From an optimization exercise on the open Yosys and OpenROAD flow, aimed at small area, a short achievable clock period and few clock cycles; shortcuts taken in it are not production practice. No run shown here included a check of the RTL's function; only the layout flow was run. No activity file was given, so power comes from the tool's default toggle rates.

[design/flow/design.v]
module EC_2(
    input  logic       Enter,
    input  logic       Clk,
    input  logic       Reset,
    input  logic [7:0] Data_input,
    input  logic       Load_en,
    input  logic [4:0] Load_addr,
    input  logic [7:0] Load_data,
    output logic       Halt,
    output logic       In_wait,
    output logic [7:0] Data_output
    );
    localparam logic [2:0] OP_LOAD  = 3'd0;
    localparam logic [2:0] OP_STORE = 3'd1;
    localparam logic [2:0] OP_ADD   = 3'd2;
    localparam logic [2:0] OP_SUB   = 3'd3;
    localparam logic [2:0] OP_IN    = 3'd4;
    localparam logic [2:0] OP_JZ    = 3'd5;
    localparam logic [2:0] OP_JPOS  = 3'd6;
    localparam logic [2:0] OP_HALT  = 3'd7;
    logic [7:0] mem [0:31];
    logic [4:0] pc;       
    logic [3:0] pc_lo;    
    logic [7:0] pc_hi;    
    logic [7:0] ir_d;     
    logic       vd;       
    logic [4:0] ir_e;     
    logic       e_ld, e_st, e_add, e_sub;
    logic [7:0] opnd;     
    logic       tk;       
    logic [7:0] a;
    logic       halt_r;   
    logic       inw;      
    wire stall = halt_r | (inw & ~Enter);
    wire       nx_valid = tk | vd;
    wire [7:0] nx_word  = tk ? opnd : ir_d;
    wire [2:0] nx_op    = nx_word[7:5];
    wire [4:0] ra       = nx_word[4:0];
    wire [7:0] bx    = opnd ^ {8{e_sub}};
    wire [7:0] g0    = a & bx;
    wire [7:0] p0    = a ^ bx;
    wire [7:0] gk = {g0[7:1], g0[0] | (p0[0] & e_sub)};
    wire [7:0] pk = {p0[7:1], 1'b0};
    wire [7:0] g1 = gk | (pk & {gk[6:0], 1'b0});
    wire [7:0] p1 = pk & {pk[6:0], 1'b0};
    wire [7:0] g2 = g1 | (p1 & {g1[5:0], 2'b0});
    wire [7:0] p2 = p1 & {p1[5:0], 2'b0};
    wire [7:0] g3 = g2 | (p2 & {g2[3:0], 4'b0});
    wire [7:0] carry = {g3[6:0], e_sub};
    wire [7:0] sum   = p0 ^ carry;
    wire [7:0] ab_x     = a ^ opnd;
    wire       add_zero = (ab_x == {a[6:0] | opnd[6:0], 1'b0});
    wire       sub_zero = (ab_x == 8'd0);
    wire e_keep = ~(e_ld | e_add | e_sub | inw);
    wire [7:0] a_nx = ({8{e_ld}}          & opnd) |
                      ({8{e_add | e_sub}} & sum) |
                      ({8{inw}}           & Data_input) |
                      ({8{e_keep}}        & a);
    wire z_nx = (e_ld  & (opnd == 8'd0)) |
                (e_add & add_zero) |
                (e_sub & sub_zero) |
                (inw   & (Data_input == 8'd0)) |
                (e_keep & (a == 8'd0));
    logic [7:0] rd_op, rd_f;
    always_comb begin
        rd_op = 8'd0;
        rd_f  = 8'd0;
        for (int i = 0; i < 32; i++) begin
            rd_op = rd_op | (mem[i] & {8{ra == 5'(i)}});
            rd_f  = rd_f  | (mem[i] & {8{pc_lo[i % 4] & pc_hi[i / 4]}});
        end
    end
    wire [7:0] op_nx = (e_st && ir_e == ra) ? a : rd_op;
    wire       nx_store = nx_valid & (nx_op == OP_STORE);
    wire       refetch  = nx_store & (ra == pc);
    wire [7:0] f_nx = (e_st && ir_e == pc) ? a : rd_f;
    wire tk_nx = nx_valid & (((nx_op == OP_JZ) & z_nx) |
                             ((nx_op == OP_JPOS) & ~a_nx[7]));
    function automatic logic [4:0] inc5(input logic [4:0] x);
        inc5 = {x[4] ^ (&x[3:0]), x[3] ^ (&x[2:0]), x[2] ^ (&x[1:0]), x[1] ^ x[0], ~x[0]};
    endfunction
    wire [4:0] ird_p1 = inc5(ir_d[4:0]);
    wire [4:0] opn_p1 = inc5(opnd[4:0]);
    wire [4:0] ra_p1  = tk ? opn_p1 : ird_p1;
    wire [3:0] ra_p1_lo = tk ? 4'(1) << opn_p1[1:0] : 4'(1) << ird_p1[1:0];
    wire [7:0] ra_p1_hi = tk ? 8'(1) << opn_p1[4:2] : 8'(1) << ird_p1[4:2];
    wire [4:0] pc_p1 = {pc[4] ^ (&pc[3:0]), pc[3] ^ (&pc[2:0]), pc[2] ^ (&pc[1:0]), pc[1] ^ pc[0], ~pc[0]};
    wire [4:0] pc_nx = tk_nx ? ra_p1 : refetch ? pc : pc_p1;
    wire [3:0] pc_lo_nx = tk_nx   ? ra_p1_lo :
                          refetch ? pc_lo : {pc_lo[2:0], pc_lo[3]};
    wire [7:0] pc_hi_nx = tk_nx   ? ra_p1_hi :
                          (refetch || !pc_lo[3]) ? pc_hi : {pc_hi[6:0], pc_hi[7]};
    always_ff @(posedge Clk or posedge Reset) begin
        if (Reset) begin
            pc     <= 5'd0;
            pc_lo  <= 4'd1;
            pc_hi  <= 8'd1;
            vd     <= 1'b0;
            a      <= 8'd0;
            e_ld   <= 1'b0;
            e_st   <= 1'b0;
            e_add  <= 1'b0;
            e_sub  <= 1'b0;
            tk     <= 1'b0;
            halt_r <= 1'b0;
            inw    <= 1'b0;
        end else if (!stall) begin
            pc     <= pc_nx;
            pc_lo  <= pc_lo_nx;
            pc_hi  <= pc_hi_nx;
            vd     <= ~refetch;
            a      <= a_nx;
            e_ld   <= nx_valid & (nx_op == OP_LOAD);
            e_st   <= nx_store;
            e_add  <= nx_valid & (nx_op == OP_ADD);
            e_sub  <= nx_valid & (nx_op == OP_SUB);
            tk     <= tk_nx;
            halt_r <= nx_valid & (nx_op == OP_HALT);
            inw    <= nx_valid & (nx_op == OP_IN);
        end
    end
    always_ff @(posedge Clk) begin
        if (!stall)
            ir_d <= f_nx;
    end
    always_ff @(posedge Clk) begin
        ir_e <= ra;
        opnd <= op_nx;
    end
    logic       ld_en;
    logic [4:0] ld_addr;
    logic [7:0] ld_data;
    always_ff @(posedge Clk) begin
        ld_en   <= Load_en;
        ld_addr <= Load_addr;
        ld_data <= Load_data;
    end
    always_ff @(posedge Clk) begin
        if (ld_en)
            mem[ld_addr] <= ld_data;
        else if (e_st)
            mem[ir_e] <= a;
    end
    assign Halt        = halt_r;
    assign In_wait     = inw;
    assign Data_output = a;
endmodule
[design/flow/flow/run.sh]
#!/bin/bash
# Own layout flow: the standard flow (standard.sh) with three changes.
#  - sky130_fd_sc_hd__a222oi_1 is added to the platform's don't-use cells.
#    It has no stronger size, and as the last gate of a memory read it drives
#    a long wire slowly, which the resizer cannot fix.
#  - Ports are buffered with buf_4 rather than the default choice (a slow
#    clkdlybuf4s50_1 on the outputs).
#  - Clock tree synthesis runs with the usual arguments plus
#    -dont_use_dummy_load, so it adds no dummy load cells to the clock tree,
#    and with larger sink clusters (30 sinks, 80 um) on the default buffers.
# Everything else, including the synthesis script, is the standard flow.
# Each ORFS step logs to orfs/logs/...; make's own output goes to
# flow_make.log here.
set -euo pipefail
PLATFORM_DONT_USE="sky130_fd_sc_hd__probe_p_8 sky130_fd_sc_hd__probec_p_8 sky130_fd_sc_hd__lpflow_bleeder_1 sky130_fd_sc_hd__lpflow_clkbufkapwr_1 sky130_fd_sc_hd__lpflow_clkbufkapwr_16 sky130_fd_sc_hd__lpflow_clkbufkapwr_2 sky130_fd_sc_hd__lpflow_clkbufkapwr_4 sky130_fd_sc_hd__lpflow_clkbufkapwr_8 sky130_fd_sc_hd__lpflow_clkinvkapwr_1 sky130_fd_sc_hd__lpflow_clkinvkapwr_16 sky130_fd_sc_hd__lpflow_clkinvkapwr_2 sky130_fd_sc_hd__lpflow_clkinvkapwr_4 sky130_fd_sc_hd__lpflow_clkinvkapwr_8 sky130_fd_sc_hd__lpflow_decapkapwr_12 sky130_fd_sc_hd__lpflow_decapkapwr_3 sky130_fd_sc_hd__lpflow_decapkapwr_4 sky130_fd_sc_hd__lpflow_decapkapwr_6 sky130_fd_sc_hd__lpflow_decapkapwr_8 sky130_fd_sc_hd__lpflow_inputiso0n_1 sky130_fd_sc_hd__lpflow_inputiso0p_1 sky130_fd_sc_hd__lpflow_inputiso1n_1 sky130_fd_sc_hd__lpflow_inputiso1p_1 sky130_fd_sc_hd__lpflow_inputisolatch_1 sky130_fd_sc_hd__lpflow_isobufsrc_1 sky130_fd_sc_hd__lpflow_isobufsrc_16 sky130_fd_sc_hd__lpflow_isobufsrc_2 sky130_fd_sc_hd__lpflow_isobufsrc_4 sky130_fd_sc_hd__lpflow_isobufsrc_8 sky130_fd_sc_hd__lpflow_isobufsrckapwr_16 sky130_fd_sc_hd__lpflow_lsbuf_lh_hl_isowell_tap_1 sky130_fd_sc_hd__lpflow_lsbuf_lh_hl_isowell_tap_2 sky130_fd_sc_hd__lpflow_lsbuf_lh_hl_isowell_tap_4 sky130_fd_sc_hd__lpflow_lsbuf_lh_isowell_4 sky130_fd_sc_hd__lpflow_lsbuf_lh_isowell_tap_1 sky130_fd_sc_hd__lpflow_lsbuf_lh_isowell_tap_2 sky130_fd_sc_hd__lpflow_lsbuf_lh_isowell_tap_4 "
bash standard.sh finish \
  DONT_USE_CELLS="$PLATFORM_DONT_USE sky130_fd_sc_hd__a222oi_1" \
  BUFFER_PORTS_ARGS="-buffer_cell sky130_fd_sc_hd__buf_4" \
  CTS_ARGS="-sink_clustering_enable -repair_clock_nets -dont_use_dummy_load -sink_clustering_size 30 -sink_clustering_max_diameter 80" \
  > flow_make.log 2>&1
[design/flow/standard.sh]
#!/bin/bash
# synth_recipe.tcl (not shown) runs the flow's synth.tcl, then flattens the netlist and writes it again
# the make line also repeats each setting of config.mk as NAME=value (left out here)
make -C /OpenROAD-flow-scripts/flow DESIGN_CONFIG=/design/flow/config.mk WORK_HOME=/design/flow/orfs CLKGATE_MAP_FILE= SYNTH_SCRIPT=/design/flow/synth_recipe.tcl "${@:-finish}"
[design/flow/config.mk]
export PLATFORM = sky130hd
export DESIGN_NAME = EC_2
export DESIGN_NICKNAME = EC_2
export VERILOG_FILES = /design/flow/design.v
export SDC_FILE = /design/flow/constraint.sdc
export NUM_CORES = 4
export LEC_CHECK = 0
export CAP_MARGIN = 20
export CORE_MARGIN = 2
export CORE_UTILIZATION = 45
export SETUP_SLACK_MARGIN = 5
export SLEW_MARGIN = 20
export TNS_END_PERCENT = 100
[design/flow/constraint.sdc]
create_clock -name core_clock -period 8.0 [get_ports {Clk}]
set_input_delay 1.6000 -clock core_clock [delete_from_list [all_inputs] [get_ports {Clk}]]
set_output_delay 1.6000 -clock core_clock [all_outputs]
set_load 0.01 [all_outputs]
==> flow_summary.json, run 1 <==
{
  "period_needed_ns": 3.02,
  "skew_ns": 0.111,
  "dr.pass1.iters": 8,
  "drive_gt1_frac": 0.178,
  "fin_util": 0.514,
  "drv_slew": 0,
  "area_growth_pct": 13.5,
  "drt_iter0_markers": 2052,
  "max_freq_mhz": 331,
  "worst_ep_arrival_time_ns": 3.45,
  "fillerInstances": 2903,
  "hold_viol": 0,
  "dpl.hpwl_um": 39900,
  "place_inst": 1749,
  "setup_viol": 0,
  "max_stage_delay_ns": 1.19,
  "grt_max_degree": 40,
  "yosysTopAreaCell": "edfxtp_1",
  "crit_family": "compound AO/OA/AOI/OAI gates",
  "numCtsBuffers": 18,
  "criticalPathCategory": "flip-flop to flip-flop",
  "start_util": 0.453,
  "period_share": 0.378,
  "cts_tree": "yes",
  "crit_path_cell_trace": "nand3b_1, a221oi_2, a22o_1, a221oi_1, nand3_1, nor3_1, a21oi_1",
  "die_w_um": 190,
  "power_leakage_nw": 6.13,
  "max_slew_margin": 0.133,
  "ant_nets": 0,
  "final_cell_mix": "edfxtp_1, a22oi_1, nand2_1",
  "instances_no_fill": 1797,
  "startpoint_type": "flip-flop",
  "fp.coreArea_sq_um": 34300,
  "final_nets": 1388,
  "dieArea_sq_um": 36000,
  "peakVddDrop_mv": 0.186,
  "synth_area_leaders": "edfxtp_1, a22oi_1, dfrtp_1, a22o_1, dfxtp_1",
  "pin_count": 35,
  "postPlaceCellArea_sq_um": 16600,
  "syn_inst": 1283,
  "detailroute.via_count": 13000,
  "ys_seq_elements": 324,
  "h-tree-depth": 1,
  "ys_async_sr_fraction": 0.102,
  "cts_root_buf": "clkbuf_16",
  "rsz0062_at_grt": "true",
  "critPathMaxFanout": 11,
  "grt_remaining_overflow": 0,
  "grt_pass1_wl_um": 88100,
  "routed_wl_um": 62700,
  "num_rows": 68,
  "stdcell_area_sq_um": 17600,
  "clk_pin_slew_ns": 0.12,
  "port_buffers": 34,
  "grt_usage": 0.344,
  "synth.distinct_cells": 72,
  "cp_slowest_cell": "a221oi_2",
  "final_common_cell": "edfxtp_1",
  "status": "no timing/DRC/antenna violations",
  "syn_nets": 1329,
  "clock_latency_ns": 0.58,
  "cp_data_required_time_ns": 8.43,
  "syn_area_per_cell_sq_um": 12.1,
  "yosysTopAreaCellShare": 0.510,
  "cts.path.max_buffers": 3,
  "worst_pin_slew_ns": 1.29,
  "drcViolationCount": 0,
  "crit_path_end_kind": "flip-flop",
  "numClockSinks": 324,
  "ys_seq_area_frac": 0.599,
  "grt_pass1_vias": 12200,
  "antenna_found_initial": 1,
  "tns_ns": 0,
  "ys.flop_type": "edfxtp_1",
  "cp_num_buf_inv": 0,
  "synth_area_sq_um": 15500,
  "fp.dieH_um": 190,
  "drv_cap": 0,
  "synth_edf_count": 264,
  "ys.warnings.count": 1,
  "viasPerCell": 7.21,
  "min_path_type": "flip-flop to flip-flop",
  "wire_per_inst_um": 34.9,
  "powerDensity_nw_per_um2": 163,
  "finalWeightedCongestion": 1.01
}
## state kept, by name, summed over array words and instances (netlist names), 4 cells and up
register  cells
mem         256
a             8
ir_d          8
pc            5
ld_addr       5
pc_hi         8
pc_lo         4
opnd          8
ir_e          5
ld_data       8
## report_power, final
part / switching [mW] / leakage [nW] / total [mW] / internal (mW)
Sequential: 0.0116 / 2.97 / 1.86 / 1.84
Combinational: 0.0602 / 2.94 / 0.0824 / 0.0222
Clock: 0.534 / 0.222 / 0.937 / 0.403
Total: 0.605 / 6.13 / 2.87 / 2.27
## cell type report
cell class,instances,area (sq um),share of cell area
timing repair inverter,1,5.00,0.000284
clock buffer,18,450,0.0255
tap,455,569,0.0323
timing repair buffer,121,951,0.0539
multi-input combinational,845,6220,0.353
inverter,31,124,0.00703
sequential,324,9310,0.528
antenna,2,5.00,0.000284
## stage by stage
step	setup slack, ns	hold slack [ns]	total power, mW
6_report	4.98	0.498	2.87
5_1_grt	4.91	0.541	2.94
4_1_cts	4.83	0.501	2.87
3_5_place_dp	4.03	0.479	1.97
3_3_place_gp	4.14	0.481	1.97
2_1_floorplan	4.89	0.439	1.92
## tightest hold or removal path: stages (launching register included)
cell	delay, ns
dfrtp_1	0.35
nand2_1	0.06
nand2_1	0.06
## repair_timing
action,CTS,global route
pin swaps,6,5
setup buffers,18,7
cloned,3,0
gates resized for setup,36,29
endpoints found under the setup margin,113,105
hold buffers,0,0
## logic make-up (layout without fill, tap and decap cells)
kind of cell               after synthesis  count (layout)  synth area share
buffers and inverters                  116             171            0.0293
other                                    0               2                 0
adders and majority gates               21              21            0.0174
AOI/OAI and AO/OA                      401             401             0.201
xor gates and xnor gates                38              38            0.0219
DFF                                    324             324             0.599
and+or+nand+nor                        355             356             0.112
muxes                                   28              29            0.0190
## cells in the mapped netlist (27+ instances only)
| cell | number |
|---|---|
| edfxtp_1 | 264 |
| a22oi_1 | 125 |
| nand2_1 | 116 |
| a22o_1 | 75 |
| nor2_1 | 65 |
| clkbuf_1 | 62 |
| nand3_1 | 62 |
| a221oi_1 | 58 |
| a21oi_1 | 31 |
| dfrtp_1 | 31 |
| inv_1 | 31 |
| nand4_1 | 28 |
| dfxtp_1 | 27 |
## routing by layer
layer / track usage / vias to the layer above / part of all wire
li1: - / 5243 / -
met1: 0.450 / 6323 / 0.37
met2: 0.515 / 1124 / 0.43
met3: 0.111 / 262 / 0.14
met4: 0.171 / 0 / 0.064
met5: 0 / - / 0
## path summary, 6_finish.rpt
check | from | to | slack [ns] | cells after the start
min reg2reg | vd$_DFFE_PP0P_ | vd$_DFFE_PP0P_ | 0.50 | 2
max reg2reg | opnd[2]$_DFF_P_ | opnd[0]$_DFF_P_ | 4.98 | 7
min in group asynchronous | Reset | a[2]$_DFFE_PP0P_ | 1.18 | 3
min | vd$_DFFE_PP0P_ | vd$_DFFE_PP0P_ | 0.50 | 2
max in group asynchronous | Reset | pc_lo[0]$_DFFE_PP1P_ | 6.44 | 3
max | opnd[2]$_DFF_P_ | opnd[0]$_DFF_P_ | 4.98 | 7
==> run 2: changes to the inputs <==
--- a/design/flow/design.v
+++ b/design/flow/design.v
@@ -21,5 +21,4 @@
     logic [7:0] mem [0:31];
-    logic [4:0] pc;       
-    logic [3:0] pc_lo;    
-    logic [7:0] pc_hi;    
+    logic [3:0] pc_lo;
+    logic [7:0] pc_hi;
     logic [7:0] ir_d;     
@@ -74,4 +73,4 @@
     wire       nx_store = nx_valid & (nx_op == OP_STORE);
-    wire       refetch  = nx_store & (ra == pc);
-    wire [7:0] f_nx = (e_st && ir_e == pc) ? a : rd_f;
+    wire       refetch  = nx_store & pc_lo[ra[1:0]] & pc_hi[ra[4:2]];
+    wire [7:0] f_nx = (e_st && pc_lo[ir_e[1:0]] && pc_hi[ir_e[4:2]]) ? a : rd_f;
     wire tk_nx = nx_valid & (((nx_op == OP_JZ) & z_nx) |
@@ -83,7 +82,4 @@
     wire [4:0] opn_p1 = inc5(opnd[4:0]);
-    wire [4:0] ra_p1  = tk ? opn_p1 : ird_p1;
     wire [3:0] ra_p1_lo = tk ? 4'(1) << opn_p1[1:0] : 4'(1) << ird_p1[1:0];
     wire [7:0] ra_p1_hi = tk ? 8'(1) << opn_p1[4:2] : 8'(1) << ird_p1[4:2];
-    wire [4:0] pc_p1 = {pc[4] ^ (&pc[3:0]), pc[3] ^ (&pc[2:0]), pc[2] ^ (&pc[1:0]), pc[1] ^ pc[0], ~pc[0]};
-    wire [4:0] pc_nx = tk_nx ? ra_p1 : refetch ? pc : pc_p1;
     wire [3:0] pc_lo_nx = tk_nx   ? ra_p1_lo :
@@ -94,3 +90,2 @@
         if (Reset) begin
-            pc     <= 5'd0;
             pc_lo  <= 4'd1;
@@ -107,3 +102,2 @@
         end else if (!stall) begin
-            pc     <= pc_nx;
             pc_lo  <= pc_lo_nx;
==> run 2 against run 1 <==
Net effect: synthesized cell count down 4.0%; via count down 3.4%; hold slack better by 0.011 ns; total power down 1.8%; first-iteration DRC count up 11%; register-to-register slack worse by 0.05 ns; clock skew down 0.062 ns; fmax down 1.7%.
==> flow_summary.json, run 2 <==
{
  "drive_gt1_frac": 0.194,
  "power.switching_mw": 0.584,
  "grt_pass1_vias": 12100,
  "synth_commonest_cells": "edfxtp_1, a22oi_1, nand2_1",
  "synthAdderAreaFrac": 0.0158,
  "ys.warnings.count": 1,
  "max_freq_mhz": 325,
  "routed_wl_um": 60100,
  "cts_tree": "yes",
  "synth_area_leaders": "edfxtp_1, a22oi_1, dfrtp_1, a22o_1, dfxtp_1",
  "viasPerCell": 7.24,
  "yosysTopAreaCell": "edfxtp_1",
  "numClockSinks": 319,
  "fp.dieH_um": 190,
  "synth_area_sq_um": 15500,
  "setup_slack_ns": 4.93,
  "grt_usage": 0.331,
  "die_w_um": 190,
  "synth.distinct_cells": 77,
  "power_leakage_nw": 6.12,
  "grt_max_degree": 43,
  "dpl.hpwl_um": 38500,
  "period_share": 0.384,
  "seq_power_share": 0.648,
  "postPlaceCellArea_sq_um": 16500,
  "port_buffers": 34,
  "max_slew_margin": 0.234,
  "synth_xor_area_frac": 0.0179,
  "stdcell_area_sq_um": 17500,
  "synth_top_family_by_area": "compound AO/OA/AOI/OAI gates",
  "pin_count": 35,
  "fillerInstances": 2960,
  "grt_remaining_overflow": 0,
  "finalWeightedCongestion": 0.954,
  "grt_pass1_wl_um": 85400,
  "synth_most_common_cell": "edfxtp_1",
  "synth_edf_count": 264,
  "num_rows": 67,
  "fp.coreArea_sq_um": 33700,
  "syn_area_per_cell_sq_um": 12.6,
  "synth-simple-area-share": 0.0968,
  "powerDensity_nw_per_um2": 162,
  "ys_seq_area_frac": 0.592,
  "h-tree-depth": 1,
  "skew_ns": 0.0483,
  "ys.flop_type": "edfxtp_1",
  "pre_cts_ws_ns": 3.88,
  "min_path_type": "flip-flop to flip-flop",
  "peakVddDrop_mv": 0.247,
  "setup_viol": 0,
  "drv_cap": 0,
  "tns_ns": 0,
  "synth-compound-area-share": 0.209,
  "numCtsBuffers": 18,
  "hold_viol": 0,
  "ys_seq_elements": 319,
  "yosysTopAreaCellShare": 0.512,
  "worst_pin_slew_ns": 1.14,
  "final_cell_mix": "edfxtp_1, a22oi_1, buf_4",
  "drv_slew": 0,
  "multi_input_area_sq_um": 6270,
  "startpoint_type": "flip-flop",
  "criticalPathCategory": "flip-flop to flip-flop",
  "start_util": 0.460,
  "crit_path_end_kind": "flip-flop",
  "largest_reg_flops": 256,
  "clkPwrFrac": 0.327,
  "clk_pin_slew_ns": 0.08,
  "drt_iter0_markers": 2283,
  "syn_inst": 1232,
  "area_growth_pct": 12.7,
  "largest-register": "mem",
  "hold_slack_ns": 0.509,
  "p_comb_frac": 0.025,
  "critPathMaxFanout": 42,
  "clock_latency_ns": 0.54,
  "dieArea_sq_um": 35900,
  "cts.path.max_buffers": 3,
  "wire_per_inst_um": 34.8,
  "regArea_sq_um": 9180,
  "worst_ep_arrival_time_ns": 3.51,
  "cts_root_buf": "clkbuf_16",
  "rsz0062_at_grt": "true",
  "ys_async_sr_fraction": 0.0878,
  "final_nets": 1325,
  "antenna_found_initial": 1,
  "period_needed_ns": 3.07,
  "cp_data_required_time_ns": 8.43,
  "dr.pass1.iters": 6,
  "status": "no timing/DRC/antenna violations",
  "syn_nets": 1276,
  "p_sw_frac": 0.207,
  "cts_hold_buf": 0,
  "detailroute.via_count": 12500,
  "synthMuxAreaShare": 0.0398,
  "final_common_cell": "edfxtp_1",
  "drcViolationCount": 0,
  "ant_nets": 0,
  "p_int_mw": 2.24
}
[run 2: repair_timing]
item | CTS | global route
setup buffers | 7 | 15
gates resized for setup | 40 | 25
hold endpoints to repair | 0 | 0
gates cloned | 1 | 0
pin swaps | 5 | 12
setup endpoints to repair | 126 | 44
[run 2: stage by stage]
step                 util  std cells  total power, mW
floorplan               -       1232             1.89
global placement    0.488       1685             1.93
detailed placement  0.489       1686             1.93
CTS                 0.510       1712             2.83
global route        0.518       1727             2.89
finish              0.518       1728             2.82
[run 2: cell families after synthesis]
kind of cell	count (synthesis)
adder cells (fa/ha/maj)	19
multiplexers	47
flip-flops	319
buffers and inverters	108
XOR/XNOR	30
AO/OA/AOI/OAI	402
AND/OR/NAND/NOR	307
[run 2: power groups by stage]
stage / combinational [mW] / sequential, mW / clock (mW)
floorplan: 0.0307 / 1.86 / 0
global placement: 0.0655 / 1.87 / 0
detailed placement: 0.0665 / 1.87 / 0
CTS: 0.0671 / 1.83 / 0.929
global route: 0.0744 / 1.83 / 0.988
finish: 0.0694 / 1.83 / 0.924
[run 2: path summary, 6_finish.rpt]
path	startpoint	end	slack, ns	cells past startpoint
worst max-delay path	tk$_DFFE_PP0P_	opnd[2]$_DFF_P_	4.93	8
worst min-delay path	vd$_DFFE_PP0P_	vd$_DFFE_PP0P_	0.51	1
worst max register to register	tk$_DFFE_PP0P_	opnd[2]$_DFF_P_	4.93	8
worst min register to register	vd$_DFFE_PP0P_	vd$_DFFE_PP0P_	0.51	1
max in group asynchronous	Reset	e_sub$_DFFE_PP0P_	6.36	2
min in group asynchronous	Reset	e_st$_DFFE_PP0P_	1.17	2
[run 2: worst max-delay path, stage by stage (launching register included)]
cell      delay (ns)
dfrtp_1         0.40
buf_12          0.19
or3b_1          0.64
and2_1          0.40
a211oi_4        0.65
a22oi_1         0.24
nand3_1         0.22
nor4_4          0.09
a21oi_1         0.14
[run 2: layout make-up]
cell class	count	area share
Antenna cell	1	0.000143
Multi-Input combinational cell	806	0.359
Timing Repair Buffer	109	0.0507
Sequential cell	319	0.526
Tap cell	448	0.0321
Inverter	27	0.00616
Clock buffer	18	0.0258
[run 2: metal layers]
layer,up-vias,GRT usage,routed length (um),part of all wire
met3,257,0.0804,7710,0.13
met5,-,0,50,0.00083
met2,1082,0.508,26300,0.44
li1,5037,-,-,-
met4,2,0.189,4350,0.072
met1,6139,0.430,21700,0.36

-- static timing again, ports no longer ideal --
How much do the figures lean on ideal ports? The routed layouts below were timed once more, with nothing changed but the port constraints. Step 1, drivers: a clkbuf_16 drives Clk and a buf_2 each remaining input, both assumed. Step 2 also shifts input and output timing later by t, the mid clock arrival at the registers, as if the neighbouring blocks saw the same clock. a / b / c = ideal / step 1 / step 2; a / b = the first two.
run | t (ns) | slack for setup (ns) | worst setup path at the end | slew at the worst register clock pin (ns) | cell pins on the clock port's net
run 1 | 0.579 | 4.979 / 4.979 / 4.450 | input to register | 0.12 / 0.12 | 1
run 2 | 0.563 | 4.926 / 4.926 / 4.513 | input to register | 0.12 / 0.12 | 1
After both steps setup and hold are still met in every run listed. For run 1, which loses most, drivers alone change the setup slack by 0.000 ns; drivers and shift together by -0.529 ns.
